What follows belongs to an exercise in optimizing a design on an open flow for small area and a short achievable clock period; a production flow would make more cautious choices. Function was not checked in any run shown here: the RTL went through the layout flow alone.

==> flow/design.v (outline; a module is shown in full before it is edited, if it fits) <==
// module fa: 4 lines
// module ha: 4 lines
// module multiplier: 1293 lines
// module divider: 29 lines
module divider (input logic [15:0] N,D,IA0,IA1,IA2,IA3,
                input logic clk, reset, kSave, nSave, dSave, kNextSel,
                input logic [1:0] muxSelB,
                output logic [15:0] quotient, remainder);
  // ...
==> flow/flow/run.sh <==
#!/bin/bash
# Own layout flow: the standard flow (standard.sh) with these changes:
#  - synthesis keeps the full-adder and half-adder modules (fa, ha) as their own modules so
#    each becomes one sky130 fa/ha cell, and extracts adders only inside them (not in the rest
#    of the logic, e.g. the final carry-lookahead adder); the netlist is then flattened and
#    renamed exactly as the standard synthesis script does;
#  - the remaining logic is mapped with flow/abc.script (ABC map with area recovery, no
#    buffering or sizing: the layout's repair sizes cells with real wire loads);
#  - port buffers are small buf cells instead of the default delay-buffer cell;
#  - timing repair aims for extra setup margin (SETUP_SLACK_MARGIN).
set -euo pipefail
W=$PWD
export SYNTH_KEEP_MODULES="fa ha"
export BUFFER_PORTS_ARGS="-buffer_cell sky130_fd_sc_hd__buf_1"
export ABC_AREA=1
export SETUP_SLACK_MARGIN=8.4
sed 's#^  extract_fa {\*}\[dont_use_extract_fa_args\]$#  extract_fa {*}[dont_use_extract_fa_args] fa ha#' \
  "$FLOW_HOME/scripts/synth.tcl" > "$W/synth_mod.tcl"
grep -q 'extract_fa {\*}\[dont_use_extract_fa_args\] fa ha' "$W/synth_mod.tcl"
# abc: our own mapping script (flow/abc.script) in place of ORFS's
sed -i 's#^  log_cmd abc {\*}\$abc_args$#  set abc_args [lreplace $abc_args 1 1 $::env(OWN_ABC_SCRIPT)]\n&#' "$W/synth_mod.tcl"
grep -q 'OWN_ABC_SCRIPT' "$W/synth_mod.tcl"
export OWN_ABC_SCRIPT="$W/flow/abc.script"
sed "s#\$::env(SCRIPTS_DIR)/synth.tcl#$W/synth_mod.tcl#" "$W/synth_recipe.tcl" > "$W/own_synth.tcl"
grep -q "source $W/synth_mod.tcl" "$W/own_synth.tcl"
sed "s#SYNTH_SCRIPT=[^ ]*#SYNTH_SCRIPT=$W/own_synth.tcl#" "$W/standard.sh" > "$W/own_standard.sh"
grep -q "SYNTH_SCRIPT=$W/own_synth.tcl" "$W/own_standard.sh"
bash "$W/own_standard.sh" > "$W/standard_flow.log" 2>&1
==> flow/flow/abc.script <==
strash
dch
map -B 0.9
topo
stime -c
==> flow/standard.sh <==
#!/bin/bash
# synth_recipe.tcl (not shown) runs the flow's synth.tcl, then flattens the netlist and writes it again
# the make line also repeats each setting of config.mk as NAME=value (left out here)
make -C /OpenROAD-flow-scripts/flow DESIGN_CONFIG=/design/flow/config.mk WORK_HOME=/design/flow/orfs CLKGATE_MAP_FILE= SYNTH_SCRIPT=/design/flow/synth_recipe.tcl "${@:-finish}"
==> flow/config.mk <==
export PLATFORM = sky130hd
export DESIGN_NAME = divider
export DESIGN_NICKNAME = divider
export VERILOG_FILES = /design/flow/design.v
export SDC_FILE = /design/flow/constraint.sdc
export NUM_CORES = 4
export LEC_CHECK = 0
export CAP_MARGIN = 20
export CORE_MARGIN = 2
export CORE_UTILIZATION = 40
export CTS_BUF_LIST = sky130_fd_sc_hd__clkbuf_8
export SLEW_MARGIN = 20
==> flow/constraint.sdc <==
create_clock -name core_clock -period 18.0 [get_ports {clk}]
set_input_delay 3.6000 -clock core_clock [delete_from_list [all_inputs] [get_ports {clk}]]
set_output_delay 3.6000 -clock core_clock [all_outputs]
set_load 0.01 [all_outputs]
==> results.cfg, run 1 <==
[sta]
clock_skew_ns = 0.0125
tightestPinTransition_ns = 0.820

[outcome]
status = complete, no violations

[die]
fp.dieW_um = 155

[placed_design]
gp_congestion = 0.916
portBuffers = 119
dp_slack_ns = 6.78

[synth]
synth_area_mm2 = 0.00912
synthCells = 1107
synth_area_per_cell_um2 = 8.24
synthAdderAreaFrac_pct = 26.0
async_flop_share_pct = 0
synth_compound_area_share_pct = 15.0

[clock_network]
cts_tree = yes
clock_sink_count = 64

[cells_and_area]
fill_cells = 2179
final_common_cell = nand2_1
inverters_excl_clock = 143
largest_cell_class = multi-input gates

[worst_setup_path]
critPathBufInv = 9
r2r_slack_ns = 12.20

[route]
vias = 8751
met2_length_um = 14200
drc = 0
==> inputs of run 2 (changes only) <==
--- a/flow/design.v
+++ b/flow/design.v
@@ -1053,250 +1053,397 @@
   assign ra = {s583, s581, s579, s577, c574, s573, c570, c568, c566, c564, c562, c560, c558, c556, c554, c552, c550, c548, c546, c544, c542, c540, c538, c536, c534, c532, c530, c528, c526, pp59, pp22, bn_3};
   assign rb = {c582, c580, c578, c576, s575, c572, s571, s569, s567, s565, s563, s561, s559, s557, s555, s553, s551, s549, s547, s545, s543, s541, s539, s537, s535, s533, s531, s529, s527, s525, 1'b0, pp21};
   logic [31:0] g0, p0;
   assign g0 = ra & rb;
   assign p0 = ra ^ rb;
   logic gg1_1, pp1_1;
   assign gg1_1 = g0[1] | (p0[1] & g0[0]);
   assign pp1_1 = p0[1] & p0[0];
+  logic gg1_2, pp1_2;
+  assign gg1_2 = g0[2] | (p0[2] & g0[1]);
+  assign pp1_2 = p0[2] & p0[1];
   logic gg1_3, pp1_3;
   assign gg1_3 = g0[3] | (p0[3] & g0[2]);
   assign pp1_3 = p0[3] & p0[2];
+  logic gg1_4, pp1_4;
+  assign gg1_4 = g0[4] | (p0[4] & g0[3]);
+  assign pp1_4 = p0[4] & p0[3];
   logic gg1_5, pp1_5;
   assign gg1_5 = g0[5] | (p0[5] & g0[4]);
   assign pp1_5 = p0[5] & p0[4];
+  logic gg1_6, pp1_6;
+  assign gg1_6 = g0[6] | (p0[6] & g0[5]);
+  assign pp1_6 = p0[6] & p0[5];
   logic gg1_7, pp1_7;
   assign gg1_7 = g0[7] | (p0[7] & g0[6]);
   assign pp1_7 = p0[7] & p0[6];
+  logic gg1_8, pp1_8;
+  assign gg1_8 = g0[8] | (p0[8] & g0[7]);
+  assign pp1_8 = p0[8] & p0[7];
   logic gg1_9, pp1_9;
   assign gg1_9 = g0[9] | (p0[9] & g0[8]);
   assign pp1_9 = p0[9] & p0[8];
+  logic gg1_10, pp1_10;
+  assign gg1_10 = g0[10] | (p0[10] & g0[9]);
+  assign pp1_10 = p0[10] & p0[9];
   logic gg1_11, pp1_11;
   assign gg1_11 = g0[11] | (p0[11] & g0[10]);
   assign pp1_11 = p0[11] & p0[10];
+  logic gg1_12, pp1_12;
+  assign gg1_12 = g0[12] | (p0[12] & g0[11]);
+  assign pp1_12 = p0[12] & p0[11];
   logic gg1_13, pp1_13;
   assign gg1_13 = g0[13] | (p0[13] & g0[12]);
   assign pp1_13 = p0[13] & p0[12];
+  logic gg1_14, pp1_14;
+  assign gg1_14 = g0[14] | (p0[14] & g0[13]);
+  assign pp1_14 = p0[14] & p0[13];
   logic gg1_15, pp1_15;
   assign gg1_15 = g0[15] | (p0[15] & g0[14]);
   assign pp1_15 = p0[15] & p0[14];
+  logic gg1_16, pp1_16;
+  assign gg1_16 = g0[16] | (p0[16] & g0[15]);
+  assign pp1_16 = p0[16] & p0[15];
   logic gg1_17, pp1_17;
   assign gg1_17 = g0[17] | (p0[17] & g0[16]);
   assign pp1_17 = p0[17] & p0[16];
+  logic gg1_18, pp1_18;
+  assign gg1_18 = g0[18] | (p0[18] & g0[17]);
+  assign pp1_18 = p0[18] & p0[17];
   logic gg1_19, pp1_19;
   assign gg1_19 = g0[19] | (p0[19] & g0[18]);
   assign pp1_19 = p0[19] & p0[18];
+  logic gg1_20, pp1_20;
+  assign gg1_20 = g0[20] | (p0[20] & g0[19]);
+  assign pp1_20 = p0[20] & p0[19];
   logic gg1_21, pp1_21;
   assign gg1_21 = g0[21] | (p0[21] & g0[20]);
   assign pp1_21 = p0[21] & p0[20];
+  logic gg1_22, pp1_22;
+  assign gg1_22 = g0[22] | (p0[22] & g0[21]);
+  assign pp1_22 = p0[22] & p0[21];
   logic gg1_23, pp1_23;
   assign gg1_23 = g0[23] | (p0[23] & g0[22]);
   assign pp1_23 = p0[23] & p0[22];
+  logic gg1_24, pp1_24;
+  assign gg1_24 = g0[24] | (p0[24] & g0[23]);
+  assign pp1_24 = p0[24] & p0[23];
   logic gg1_25, pp1_25;
   assign gg1_25 = g0[25] | (p0[25] & g0[24]);
   assign pp1_25 = p0[25] & p0[24];
+  logic gg1_26, pp1_26;
+  assign gg1_26 = g0[26] | (p0[26] & g0[25]);
+  assign pp1_26 = p0[26] & p0[25];
   logic gg1_27, pp1_27;
   assign gg1_27 = g0[27] | (p0[27] & g0[26]);
   assign pp1_27 = p0[27] & p0[26];
+  logic gg1_28, pp1_28;
+  assign gg1_28 = g0[28] | (p0[28] & g0[27]);
+  assign pp1_28 = p0[28] & p0[27];
   logic gg1_29, pp1_29;
   assign gg1_29 = g0[29] | (p0[29] & g0[28]);
   assign pp1_29 = p0[29] & p0[28];
+  logic gg1_30, pp1_30;
+  assign gg1_30 = g0[30] | (p0[30] & g0[29]);
+  assign pp1_30 = p0[30] & p0[29];
   logic gg1_31, pp1_31;
   assign gg1_31 = g0[31] | (p0[31] & g0[30]);
   assign pp1_31 = p0[31] & p0[30];
   logic gg2_2, pp2_2;
-  assign gg2_2 = g0[2] | (p0[2] & gg1_1);
-  assign pp2_2 = p0[2] & pp1_1;
+  assign gg2_2 = gg1_2 | (pp1_2 & g0[0]);
+  assign pp2_2 = pp1_2 & p0[0];
   logic gg2_3, pp2_3;
   assign gg2_3 = gg1_3 | (pp1_3 & gg1_1);
   assign pp2_3 = pp1_3 & pp1_1;
+  logic gg2_4, pp2_4;
+  assign gg2_4 = gg1_4 | (pp1_4 & gg1_2);
+  assign pp2_4 = pp1_4 & pp1_2;
+  logic gg2_5, pp2_5;
+  assign gg2_5 = gg1_5 | (pp1_5 & gg1_3);
+  assign pp2_5 = pp1_5 & pp1_3;
   logic gg2_6, pp2_6;
-  assign gg2_6 = g0[6] | (p0[6] & gg1_5);
-  assign pp2_6 = p0[6] & pp1_5;
+  assign gg2_6 = gg1_6 | (pp1_6 & gg1_4);
+  assign pp2_6 = pp1_6 & pp1_4;
   logic gg2_7, pp2_7;
   assign gg2_7 = gg1_7 | (pp1_7 & gg1_5);
   assign pp2_7 = pp1_7 & pp1_5;
+  logic gg2_8, pp2_8;
+  assign gg2_8 = gg1_8 | (pp1_8 & gg1_6);
+  assign pp2_8 = pp1_8 & pp1_6;
+  logic gg2_9, pp2_9;
+  assign gg2_9 = gg1_9 | (pp1_9 & gg1_7);
+  assign pp2_9 = pp1_9 & pp1_7;
   logic gg2_10, pp2_10;
-  assign gg2_10 = g0[10] | (p0[10] & gg1_9);
-  assign pp2_10 = p0[10] & pp1_9;
+  assign gg2_10 = gg1_10 | (pp1_10 & gg1_8);
+  assign pp2_10 = pp1_10 & pp1_8;
   logic gg2_11, pp2_11;
   assign gg2_11 = gg1_11 | (pp1_11 & gg1_9);
   assign pp2_11 = pp1_11 & pp1_9;
+  logic gg2_12, pp2_12;
+  assign gg2_12 = gg1_12 | (pp1_12 & gg1_10);
+  assign pp2_12 = pp1_12 & pp1_10;
+  logic gg2_13, pp2_13;
+  assign gg2_13 = gg1_13 | (pp1_13 & gg1_11);
+  assign pp2_13 = pp1_13 & pp1_11;
   logic gg2_14, pp2_14;
-  assign gg2_14 = g0[14] | (p0[14] & gg1_13);
-  assign pp2_14 = p0[14] & pp1_13;
+  assign gg2_14 = gg1_14 | (pp1_14 & gg1_12);
+  assign pp2_14 = pp1_14 & pp1_12;
   logic gg2_15, pp2_15;
   assign gg2_15 = gg1_15 | (pp1_15 & gg1_13);
   assign pp2_15 = pp1_15 & pp1_13;
+  logic gg2_16, pp2_16;
+  assign gg2_16 = gg1_16 | (pp1_16 & gg1_14);
+  assign pp2_16 = pp1_16 & pp1_14;
+  logic gg2_17, pp2_17;
+  assign gg2_17 = gg1_17 | (pp1_17 & gg1_15);
+  assign pp2_17 = pp1_17 & pp1_15;
   logic gg2_18, pp2_18;
-  assign gg2_18 = g0[18] | (p0[18] & gg1_17);
-  assign pp2_18 = p0[18] & pp1_17;
+  assign gg2_18 = gg1_18 | (pp1_18 & gg1_16);
+  assign pp2_18 = pp1_18 & pp1_16;
   logic gg2_19, pp2_19;
   assign gg2_19 = gg1_19 | (pp1_19 & gg1_17);
   assign pp2_19 = pp1_19 & pp1_17;
+  logic gg2_20, pp2_20;
+  assign gg2_20 = gg1_20 | (pp1_20 & gg1_18);
+  assign pp2_20 = pp1_20 & pp1_18;
+  logic gg2_21, pp2_21;
+  assign gg2_21 = gg1_21 | (pp1_21 & gg1_19);
+  assign pp2_21 = pp1_21 & pp1_19;
   logic gg2_22, pp2_22;
-  assign gg2_22 = g0[22] | (p0[22] & gg1_21);
-  assign pp2_22 = p0[22] & pp1_21;
+  assign gg2_22 = gg1_22 | (pp1_22 & gg1_20);
+  assign pp2_22 = pp1_22 & pp1_20;
   logic gg2_23, pp2_23;
   assign gg2_23 = gg1_23 | (pp1_23 & gg1_21);
   assign pp2_23 = pp1_23 & pp1_21;
+  logic gg2_24, pp2_24;
+  assign gg2_24 = gg1_24 | (pp1_24 & gg1_22);
+  assign pp2_24 = pp1_24 & pp1_22;
+  logic gg2_25, pp2_25;
+  assign gg2_25 = gg1_25 | (pp1_25 & gg1_23);
+  assign pp2_25 = pp1_25 & pp1_23;
   logic gg2_26, pp2_26;
-  assign gg2_26 = g0[26] | (p0[26] & gg1_25);
-  assign pp2_26 = p0[26] & pp1_25;
+  assign gg2_26 = gg1_26 | (pp1_26 & gg1_24);
+  assign pp2_26 = pp1_26 & pp1_24;
   logic gg2_27, pp2_27;
   assign gg2_27 = gg1_27 | (pp1_27 & gg1_25);
   assign pp2_27 = pp1_27 & pp1_25;
+  logic gg2_28, pp2_28;
+  assign gg2_28 = gg1_28 | (pp1_28 & gg1_26);
+  assign pp2_28 = pp1_28 & pp1_26;
+  logic gg2_29, pp2_29;
+  assign gg2_29 = gg1_29 | (pp1_29 & gg1_27);
+  assign pp2_29 = pp1_29 & pp1_27;
   logic gg2_30, pp2_30;
-  assign gg2_30 = g0[30] | (p0[30] & gg1_29);
-  assign pp2_30 = p0[30] & pp1_29;
+  assign gg2_30 = gg1_30 | (pp1_30 & gg1_28);
+  assign pp2_30 = pp1_30 & pp1_28;
   logic gg2_31, pp2_31;
   assign gg2_31 = gg1_31 | (pp1_31 & gg1_29);
   assign pp2_31 = pp1_31 & pp1_29;
   logic gg3_4, pp3_4;
-  assign gg3_4 = g0[4] | (p0[4] & gg2_3);
-  assign pp3_4 = p0[4] & pp2_3;
+  assign gg3_4 = gg2_4 | (pp2_4 & g0[0]);
+  assign pp3_4 = pp2_4 & p0[0];
   logic gg3_5, pp3_5;
-  assign gg3_5 = gg1_5 | (pp1_5 & gg2_3);
-  assign pp3_5 = pp1_5 & pp2_3;
+  assign gg3_5 = gg2_5 | (pp2_5 & gg1_1);
+  assign pp3_5 = pp2_5 & pp1_1;
   logic gg3_6, pp3_6;
-  assign gg3_6 = gg2_6 | (pp2_6 & gg2_3);
-  assign pp3_6 = pp2_6 & pp2_3;
+  assign gg3_6 = gg2_6 | (pp2_6 & gg2_2);
+  assign pp3_6 = pp2_6 & pp2_2;
   logic gg3_7, pp3_7;
   assign gg3_7 = gg2_7 | (pp2_7 & gg2_3);
   assign pp3_7 = pp2_7 & pp2_3;
+  logic gg3_8, pp3_8;
+  assign gg3_8 = gg2_8 | (pp2_8 & gg2_4);
+  assign pp3_8 = pp2_8 & pp2_4;
+  logic gg3_9, pp3_9;
+  assign gg3_9 = gg2_9 | (pp2_9 & gg2_5);
+  assign pp3_9 = pp2_9 & pp2_5;
+  logic gg3_10, pp3_10;
+  assign gg3_10 = gg2_10 | (pp2_10 & gg2_6);
+  assign pp3_10 = pp2_10 & pp2_6;
+  logic gg3_11, pp3_11;
+  assign gg3_11 = gg2_11 | (pp2_11 & gg2_7);
+  assign pp3_11 = pp2_11 & pp2_7;
   logic gg3_12, pp3_12;
-  assign gg3_12 = g0[12] | (p0[12] & gg2_11);
-  assign pp3_12 = p0[12] & pp2_11;
+  assign gg3_12 = gg2_12 | (pp2_12 & gg2_8);
+  assign pp3_12 = pp2_12 & pp2_8;
   logic gg3_13, pp3_13;
-  assign gg3_13 = gg1_13 | (pp1_13 & gg2_11);
-  assign pp3_13 = pp1_13 & pp2_11;
+  assign gg3_13 = gg2_13 | (pp2_13 & gg2_9);
+  assign pp3_13 = pp2_13 & pp2_9;
   logic gg3_14, pp3_14;
-  assign gg3_14 = gg2_14 | (pp2_14 & gg2_11);
-  assign pp3_14 = pp2_14 & pp2_11;
+  assign gg3_14 = gg2_14 | (pp2_14 & gg2_10);
+  assign pp3_14 = pp2_14 & pp2_10;
   logic gg3_15, pp3_15;
   assign gg3_15 = gg2_15 | (pp2_15 & gg2_11);
   assign pp3_15 = pp2_15 & pp2_11;
+  logic gg3_16, pp3_16;
+  assign gg3_16 = gg2_16 | (pp2_16 & gg2_12);
+  assign pp3_16 = pp2_16 & pp2_12;
+  logic gg3_17, pp3_17;
+  assign gg3_17 = gg2_17 | (pp2_17 & gg2_13);
+  assign pp3_17 = pp2_17 & pp2_13;
+  logic gg3_18, pp3_18;
+  assign gg3_18 = gg2_18 | (pp2_18 & gg2_14);
+  assign pp3_18 = pp2_18 & pp2_14;
+  logic gg3_19, pp3_19;
+  assign gg3_19 = gg2_19 | (pp2_19 & gg2_15);
+  assign pp3_19 = pp2_19 & pp2_15;
   logic gg3_20, pp3_20;
-  assign gg3_20 = g0[20] | (p0[20] & gg2_19);
-  assign pp3_20 = p0[20] & pp2_19;
+  assign gg3_20 = gg2_20 | (pp2_20 & gg2_16);
+  assign pp3_20 = pp2_20 & pp2_16;
   logic gg3_21, pp3_21;
-  assign gg3_21 = gg1_21 | (pp1_21 & gg2_19);
-  assign pp3_21 = pp1_21 & pp2_19;
+  assign gg3_21 = gg2_21 | (pp2_21 & gg2_17);
+  assign pp3_21 = pp2_21 & pp2_17;
   logic gg3_22, pp3_22;
-  assign gg3_22 = gg2_22 | (pp2_22 & gg2_19);
-  assign pp3_22 = pp2_22 & pp2_19;
+  assign gg3_22 = gg2_22 | (pp2_22 & gg2_18);
+  assign pp3_22 = pp2_22 & pp2_18;
   logic gg3_23, pp3_23;
   assign gg3_23 = gg2_23 | (pp2_23 & gg2_19);
   assign pp3_23 = pp2_23 & pp2_19;
+  logic gg3_24, pp3_24;
+  assign gg3_24 = gg2_24 | (pp2_24 & gg2_20);
+  assign pp3_24 = pp2_24 & pp2_20;
+  logic gg3_25, pp3_25;
+  assign gg3_25 = gg2_25 | (pp2_25 & gg2_21);
+  assign pp3_25 = pp2_25 & pp2_21;
+  logic gg3_26, pp3_26;
+  assign gg3_26 = gg2_26 | (pp2_26 & gg2_22);
+  assign pp3_26 = pp2_26 & pp2_22;
+  logic gg3_27, pp3_27;
+  assign gg3_27 = gg2_27 | (pp2_27 & gg2_23);
+  assign pp3_27 = pp2_27 & pp2_23;
   logic gg3_28, pp3_28;
-  assign gg3_28 = g0[28] | (p0[28] & gg2_27);
-  assign pp3_28 = p0[28] & pp2_27;
+  assign gg3_28 = gg2_28 | (pp2_28 & gg2_24);
+  assign pp3_28 = pp2_28 & pp2_24;
   logic gg3_29, pp3_29;
-  assign gg3_29 = gg1_29 | (pp1_29 & gg2_27);
-  assign pp3_29 = pp1_29 & pp2_27;
+  assign gg3_29 = gg2_29 | (pp2_29 & gg2_25);
+  assign pp3_29 = pp2_29 & pp2_25;
   logic gg3_30, pp3_30;
-  assign gg3_30 = gg2_30 | (pp2_30 & gg2_27);
-  assign pp3_30 = pp2_30 & pp2_27;
+  assign gg3_30 = gg2_30 | (pp2_30 & gg2_26);
+  assign pp3_30 = pp2_30 & pp2_26;
   logic gg3_31, pp3_31;
   assign gg3_31 = gg2_31 | (pp2_31 & gg2_27);
   assign pp3_31 = pp2_31 & pp2_27;
   logic gg4_8, pp4_8;
-  assign gg4_8 = g0[8] | (p0[8] & gg3_7);
-  assign pp4_8 = p0[8] & pp3_7;
+  assign gg4_8 = gg3_8 | (pp3_8 & g0[0]);
+  assign pp4_8 = pp3_8 & p0[0];
   logic gg4_9, pp4_9;
-  assign gg4_9 = gg1_9 | (pp1_9 & gg3_7);
-  assign pp4_9 = pp1_9 & pp3_7;
+  assign gg4_9 = gg3_9 | (pp3_9 & gg1_1);
+  assign pp4_9 = pp3_9 & pp1_1;
   logic gg4_10, pp4_10;
-  assign gg4_10 = gg2_10 | (pp2_10 & gg3_7);
-  assign pp4_10 = pp2_10 & pp3_7;
+  assign gg4_10 = gg3_10 | (pp3_10 & gg2_2);
+  assign pp4_10 = pp3_10 & pp2_2;
   logic gg4_11, pp4_11;
-  assign gg4_11 = gg2_11 | (pp2_11 & gg3_7);
-  assign pp4_11 = pp2_11 & pp3_7;
+  assign gg4_11 = gg3_11 | (pp3_11 & gg2_3);
+  assign pp4_11 = pp3_11 & pp2_3;
   logic gg4_12, pp4_12;
-  assign gg4_12 = gg3_12 | (pp3_12 & gg3_7);
-  assign pp4_12 = pp3_12 & pp3_7;
+  assign gg4_12 = gg3_12 | (pp3_12 & gg3_4);
+  assign pp4_12 = pp3_12 & pp3_4;
   logic gg4_13, pp4_13;
-  assign gg4_13 = gg3_13 | (pp3_13 & gg3_7);
-  assign pp4_13 = pp3_13 & pp3_7;
+  assign gg4_13 = gg3_13 | (pp3_13 & gg3_5);
+  assign pp4_13 = pp3_13 & pp3_5;
   logic gg4_14, pp4_14;
-  assign gg4_14 = gg3_14 | (pp3_14 & gg3_7);
-  assign pp4_14 = pp3_14 & pp3_7;
+  assign gg4_14 = gg3_14 | (pp3_14 & gg3_6);
+  assign pp4_14 = pp3_14 & pp3_6;
   logic gg4_15, pp4_15;
   assign gg4_15 = gg3_15 | (pp3_15 & gg3_7);
   assign pp4_15 = pp3_15 & pp3_7;
+  logic gg4_16, pp4_16;
+  assign gg4_16 = gg3_16 | (pp3_16 & gg3_8);
+  assign pp4_16 = pp3_16 & pp3_8;
+  logic gg4_17, pp4_17;
+  assign gg4_17 = gg3_17 | (pp3_17 & gg3_9);
+  assign pp4_17 = pp3_17 & pp3_9;
+  logic gg4_18, pp4_18;
+  assign gg4_18 = gg3_18 | (pp3_18 & gg3_10);
+  assign pp4_18 = pp3_18 & pp3_10;
+  logic gg4_19, pp4_19;
+  assign gg4_19 = gg3_19 | (pp3_19 & gg3_11);
+  assign pp4_19 = pp3_19 & pp3_11;
+  logic gg4_20, pp4_20;
+  assign gg4_20 = gg3_20 | (pp3_20 & gg3_12);
+  assign pp4_20 = pp3_20 & pp3_12;
+  logic gg4_21, pp4_21;
+  assign gg4_21 = gg3_21 | (pp3_21 & gg3_13);
+  assign pp4_21 = pp3_21 & pp3_13;
+  logic gg4_22, pp4_22;
+  assign gg4_22 = gg3_22 | (pp3_22 & gg3_14);
+  assign pp4_22 = pp3_22 & pp3_14;
+  logic gg4_23, pp4_23;
+  assign gg4_23 = gg3_23 | (pp3_23 & gg3_15);
+  assign pp4_23 = pp3_23 & pp3_15;
   logic gg4_24, pp4_24;
-  assign gg4_24 = g0[24] | (p0[24] & gg3_23);
-  assign pp4_24 = p0[24] & pp3_23;
+  assign gg4_24 = gg3_24 | (pp3_24 & gg3_16);
+  assign pp4_24 = pp3_24 & pp3_16;
   logic gg4_25, pp4_25;
-  assign gg4_25 = gg1_25 | (pp1_25 & gg3_23);
-  assign pp4_25 = pp1_25 & pp3_23;
+  assign gg4_25 = gg3_25 | (pp3_25 & gg3_17);
+  assign pp4_25 = pp3_25 & pp3_17;
   logic gg4_26, pp4_26;
-  assign gg4_26 = gg2_26 | (pp2_26 & gg3_23);
-  assign pp4_26 = pp2_26 & pp3_23;
+  assign gg4_26 = gg3_26 | (pp3_26 & gg3_18);
+  assign pp4_26 = pp3_26 & pp3_18;
   logic gg4_27, pp4_27;
-  assign gg4_27 = gg2_27 | (pp2_27 & gg3_23);
-  assign pp4_27 = pp2_27 & pp3_23;
+  assign gg4_27 = gg3_27 | (pp3_27 & gg3_19);
+  assign pp4_27 = pp3_27 & pp3_19;
   logic gg4_28, pp4_28;
-  assign gg4_28 = gg3_28 | (pp3_28 & gg3_23);
-  assign pp4_28 = pp3_28 & pp3_23;
+  assign gg4_28 = gg3_28 | (pp3_28 & gg3_20);
+  assign pp4_28 = pp3_28 & pp3_20;
   logic gg4_29, pp4_29;
-  assign gg4_29 = gg3_29 | (pp3_29 & gg3_23);
-  assign pp4_29 = pp3_29 & pp3_23;
+  assign gg4_29 = gg3_29 | (pp3_29 & gg3_21);
+  assign pp4_29 = pp3_29 & pp3_21;
   logic gg4_30, pp4_30;
-  assign gg4_30 = gg3_30 | (pp3_30 & gg3_23);
-  assign pp4_30 = pp3_30 & pp3_23;
+  assign gg4_30 = gg3_30 | (pp3_30 & gg3_22);
+  assign pp4_30 = pp3_30 & pp3_22;
   logic gg4_31, pp4_31;
   assign gg4_31 = gg3_31 | (pp3_31 & gg3_23);
   assign pp4_31 = pp3_31 & pp3_23;
   logic gg5_16, pp5_16;
-  assign gg5_16 = g0[16] | (p0[16] & gg4_15);
-  assign pp5_16 = p0[16] & pp4_15;
+  assign gg5_16 = gg4_16 | (pp4_16 & g0[0]);
+  assign pp5_16 = pp4_16 & p0[0];
   logic gg5_17, pp5_17;
-  assign gg5_17 = gg1_17 | (pp1_17 & gg4_15);
-  assign pp5_17 = pp1_17 & pp4_15;
+  assign gg5_17 = gg4_17 | (pp4_17 & gg1_1);
+  assign pp5_17 = pp4_17 & pp1_1;
   logic gg5_18, pp5_18;
-  assign gg5_18 = gg2_18 | (pp2_18 & gg4_15);
-  assign pp5_18 = pp2_18 & pp4_15;
+  assign gg5_18 = gg4_18 | (pp4_18 & gg2_2);
+  assign pp5_18 = pp4_18 & pp2_2;
   logic gg5_19, pp5_19;
-  assign gg5_19 = gg2_19 | (pp2_19 & gg4_15);
-  assign pp5_19 = pp2_19 & pp4_15;
+  assign gg5_19 = gg4_19 | (pp4_19 & gg2_3);
+  assign pp5_19 = pp4_19 & pp2_3;
   logic gg5_20, pp5_20;
-  assign gg5_20 = gg3_20 | (pp3_20 & gg4_15);
-  assign pp5_20 = pp3_20 & pp4_15;
+  assign gg5_20 = gg4_20 | (pp4_20 & gg3_4);
+  assign pp5_20 = pp4_20 & pp3_4;
   logic gg5_21, pp5_21;
-  assign gg5_21 = gg3_21 | (pp3_21 & gg4_15);
-  assign pp5_21 = pp3_21 & pp4_15;
+  assign gg5_21 = gg4_21 | (pp4_21 & gg3_5);
+  assign pp5_21 = pp4_21 & pp3_5;
   logic gg5_22, pp5_22;
-  assign gg5_22 = gg3_22 | (pp3_22 & gg4_15);
-  assign pp5_22 = pp3_22 & pp4_15;
+  assign gg5_22 = gg4_22 | (pp4_22 & gg3_6);
+  assign pp5_22 = pp4_22 & pp3_6;
   logic gg5_23, pp5_23;
-  assign gg5_23 = gg3_23 | (pp3_23 & gg4_15);
-  assign pp5_23 = pp3_23 & pp4_15;
+  assign gg5_23 = gg4_23 | (pp4_23 & gg3_7);
+  assign pp5_23 = pp4_23 & pp3_7;
   logic gg5_24, pp5_24;
-  assign gg5_24 = gg4_24 | (pp4_24 & gg4_15);
-  assign pp5_24 = pp4_24 & pp4_15;
+  assign gg5_24 = gg4_24 | (pp4_24 & gg4_8);
+  assign pp5_24 = pp4_24 & pp4_8;
   logic gg5_25, pp5_25;
-  assign gg5_25 = gg4_25 | (pp4_25 & gg4_15);
-  assign pp5_25 = pp4_25 & pp4_15;
+  assign gg5_25 = gg4_25 | (pp4_25 & gg4_9);
+  assign pp5_25 = pp4_25 & pp4_9;
   logic gg5_26, pp5_26;
-  assign gg5_26 = gg4_26 | (pp4_26 & gg4_15);
-  assign pp5_26 = pp4_26 & pp4_15;
+  assign gg5_26 = gg4_26 | (pp4_26 & gg4_10);
+  assign pp5_26 = pp4_26 & pp4_10;
   logic gg5_27, pp5_27;
-  assign gg5_27 = gg4_27 | (pp4_27 & gg4_15);
-  assign pp5_27 = pp4_27 & pp4_15;
+  assign gg5_27 = gg4_27 | (pp4_27 & gg4_11);
+  assign pp5_27 = pp4_27 & pp4_11;
   logic gg5_28, pp5_28;
-  assign gg5_28 = gg4_28 | (pp4_28 & gg4_15);
-  assign pp5_28 = pp4_28 & pp4_15;
+  assign gg5_28 = gg4_28 | (pp4_28 & gg4_12);
+  assign pp5_28 = pp4_28 & pp4_12;
   logic gg5_29, pp5_29;
-  assign gg5_29 = gg4_29 | (pp4_29 & gg4_15);
-  assign pp5_29 = pp4_29 & pp4_15;
+  assign gg5_29 = gg4_29 | (pp4_29 & gg4_13);
+  assign pp5_29 = pp4_29 & pp4_13;
   logic gg5_30, pp5_30;
-  assign gg5_30 = gg4_30 | (pp4_30 & gg4_15);
-  assign pp5_30 = pp4_30 & pp4_15;
+  assign gg5_30 = gg4_30 | (pp4_30 & gg4_14);
+  assign pp5_30 = pp4_30 & pp4_14;
   logic gg5_31, pp5_31;
   assign gg5_31 = gg4_31 | (pp4_31 & gg4_15);
   assign pp5_31 = pp4_31 & pp4_15;
   assign sum[0] = p0[0];
   assign sum[31:1] = p0[31:1] ^ {gg5_30, gg5_29, gg5_28, gg5_27, gg5_26, gg5_25, gg5_24, gg5_23, gg5_22, gg5_21, gg5_20, gg5_19, gg5_18, gg5_17, gg5_16, gg4_15, gg4_14, gg4_13, gg4_12, gg4_11, gg4_10, gg4_9, gg4_8, gg3_7, gg3_6, gg3_5, gg3_4, gg2_3, gg2_2, gg1_1, g0[0]};
   assign p = sum[30:15];
 endmodule
 module divider (input logic [15:0] N,D,IA0,IA1,IA2,IA3,
==> run 2 against run 1 <==
Sequential share of layout area is 1.6 points lower; still clean on timing, DRC and antenna; highest routed layer unchanged; via count rose by 16%; maximum frequency increased by 0.12%; flip-flop and latch count did not move; global-route usage increased by 2.2 points.
==> results.cfg, run 2 <==
[outcome]
status = complete, no violations

[route]
wl_um = 36000
drt_iter0_drc = 881
drc = 0
wl_per_cell_um = 19.3
vias = 10141
ant_nets = 0
viasPerCell = 5.44
drt-pass1-iter-count = 5

[grt]
grt_start_max_net_pins = 39
grt_pass1_wl_um = 53700
grt_pass1_vias = 9788
gr-total-overflow = 0
antenna_found_initial = 0
grtUsageTotal_pct = 26.9

[synth]
yosys.area_share.xor_xnor_pct = 10.4
synth_area_per_cell_um2 = 7.59
yosysMostFrequentCell = nand2_1
synthTopCellsByArea = fa_1, edfxtp_1, xor2_1
synth_area_mm2 = 0.0100
synthSimpleGateAreaFrac_pct = 20.8
synthCells = 1319
synth_common_cells = nand2_1, clkinv_1, nor2_1
muxShareOfSynthArea_pct = 0
synth_cell_types = 34
yosysTopAreaCell = fa_1
synth-seq-cells = 64
synth_ff_type = edfxtp_1
yosys_warnings = 1
async_flop_share_pct = 0
synth_top_family_by_area = adder cells
ys_seq_area_share_pct = 19.2
synth_edf_count = 64
synth_compound_area_share_pct = 16.8
synth_top_cell_area_share_pct = 21.6
synthAdderAreaFrac_pct = 23.7

[worst_setup_path]
path_max_fanout = 19
required_ns = 18.10
worst-setup-path-type = input port to flop
slowest_stage = fa_1
critPathCaptureType = flop
path_delay_family = adder cells
critPathBufInv = 8
worstSetupStartpointType = input port
crit_arrival_ns = 9.34
cpPeakStageDelay_ns = 0.55

[job]
maxCapViolCount = 0

[sta]
setup_tns_ns = 0
drv_slew = 0
clock_skew_ns = 0.0118
period_share_pct = 51.4
tightestPinTransition_ns = 0.836
fin_crit_ns = 9.24
finalHoldViolations = 0
setup_violations = 0
rsz0062_at_grt = false
fmax_mhz = 108
relSlewSlack_pct = 44.3

[placed_design]
hpwlAfterDp_um = 28700
portBuffers = 119
dp.cells = 1786
gp_congestion = 1.02

[cells_and_area]
fill_cells = 2428
finalNonFillerCells = 1865
final_nets = 1765
antennaDiodeCount = 0
multi_input_area_mm2 = 0.00772
final_cell_mix = nand2_1, clkinv_1, nor2_1
fin_util_pct = 50.3
seqCellArea_mm2 = 0.00192
final_common_cell = nand2_1
drive_gt1_share_pct = 15.2
syn_to_final_growth_pct = 22.9

[clock_network]
clock_sink_count = 64
path_clk_slew_ns = 0.07
cts.path.max_buffers = 2
insertion_delay_ns = 0.34
cts_tree = yes
numCtsBuffers = 9
htreeDepth = 3
ctsRootBufferMaster = clkbuf_8

[die]
fp.dieW_um = 162
std_cell_rows = 57
start_util_pct = 40.9
die_area_mm2 = 0.0263
io_pins = 136
core_region_area_mm2 = 0.0245
die-height_um = 162

[hold_path]
hold_path_class = flop to flop
[run 2: changes by cell type after synthesis, moves of 3 or more]
| cell | delta |
|---|---|
| a21oi_1 | +41 |
| nand3_1 | +6 |
| a2bb2oi_1 | +6 |
| nor2_1 | +65 |
| o22ai_1 | -12 |
| o221ai_1 | -3 |
| nand4_1 | +4 |
| or2_2 | -3 |
| xnor2_1 | +6 |
| o21ai_0 | +10 |
| xor2_1 | -14 |
| nand2_1 | +23 |
| and3_2 | +3 |
| clkinv_1 | +65 |
[run 2: tightest hold or removal path, delay by kind of cell, from the launching register on]
kind          cells  cell delay (ns)
flops             1             0.33
simple gates      1             0.08
buf+inv           1             0.08
[run 2: per-module statistics from Yosys (local to each module, per instance)]
module / area [µm²] / cells
divider: 7630 / 1194
fa: 20.0 / 1
ha: 12.5 / 1
[run 2: cells by family (layout without fill, tap and decap cells)]
| logic type | Yosys count | after routing |
|---|---|---|
| adder cells (fa/ha/maj) | 125 | 125 |
| flip-flops | 64 | 64 |
| XOR/XNOR | 119 | 119 |
| other | 1 | 16 |
| AO/OA/AOI/OAI | 270 | 270 |
| AND/OR/NAND/NOR | 516 | 517 |
| buffers and inverters | 224 | 430 |
[run 2: what timing repair did]
| item | CTS | global route |
|---|---|---|
| endpoints found under the setup margin | 48 | 46 |
| hold buffers | 0 | 0 |
| pin swaps | 6 | 6 |
| setup buffers | 23 | 38 |
| resized for setup | 56 | 90 |
| gates cloned | 1 | 1 |
[run 2: layout make-up]
class	count	area share (%)
Tap cell	324	3.30
Clock buffer	9	1.01
Multi-Input combinational cell	1047	62.8
Clock inverter	7	0.336
Timing Repair Buffer	206	10.0
Inverter	208	6.91
Sequential cell	64	15.6
[run 2: stage by stage]
step                      hold WS [ns]  setup WS [ns]  area [µm²]
after floorplan                  0.546           8.50       10100
after detailed placement         0.577           6.65       11100
after CTS                        0.594           8.42       11600
after global placement           0.579           6.78       11100
after global routing             0.649           8.40       12300
final                            0.601           8.76       12300
[run 2: final timing paths]
path / to / slack, ns / start / cells after the start
min reg2reg: quotient[9] / 0.60 / n[9] / 2
min: quotient[9] / 0.60 / n[9] / 2
max reg2reg: k[13] / 12.02 / n[3] / 26
max: k[6] / 8.76 / reset / 28
[run 2: routing by layer]
layer  up-vias  share of wire (%)  global-route usage, %
li1       4835                  -                      -
met1      4862                 43                   35.6
met2       389                 48                   45.5
met3        55                6.7                   4.70
met4         0                2.3                   7.24
met5         -                  0                      0

[afterwards: timing with drivers on the ports]
The flow's constraints put no driver on any port. The routed layouts listed below were extracted and timed again, unchanged, in two steps.
Step 1, drivers: a clkbuf_16 drives clk and a buf_2 each remaining input, both assumed.
Step 2 also shifts input and output timing later by t, the mid clock arrival at the registers, as if the neighbouring blocks saw the same clock.
a / b / c = no drivers / after step 1 / after step 2; a / b = the first two.
run | shift t [ns] | setup slack, ns | latest minus earliest clock arrival (ns) | pins driven straight from the clock port
run 1 | 0.369 | 8.745 / 8.751 / 8.382 | 0.013 / 0.012 | 1
run 2 | 0.374 | 8.756 / 8.768 / 8.394 | 0.012 / 0.012 | 1
After both steps every run listed still meets setup and hold. For run 1, which loses most, drivers alone change the setup slack by +0.006 ns; drivers and shift together by -0.363 ns.
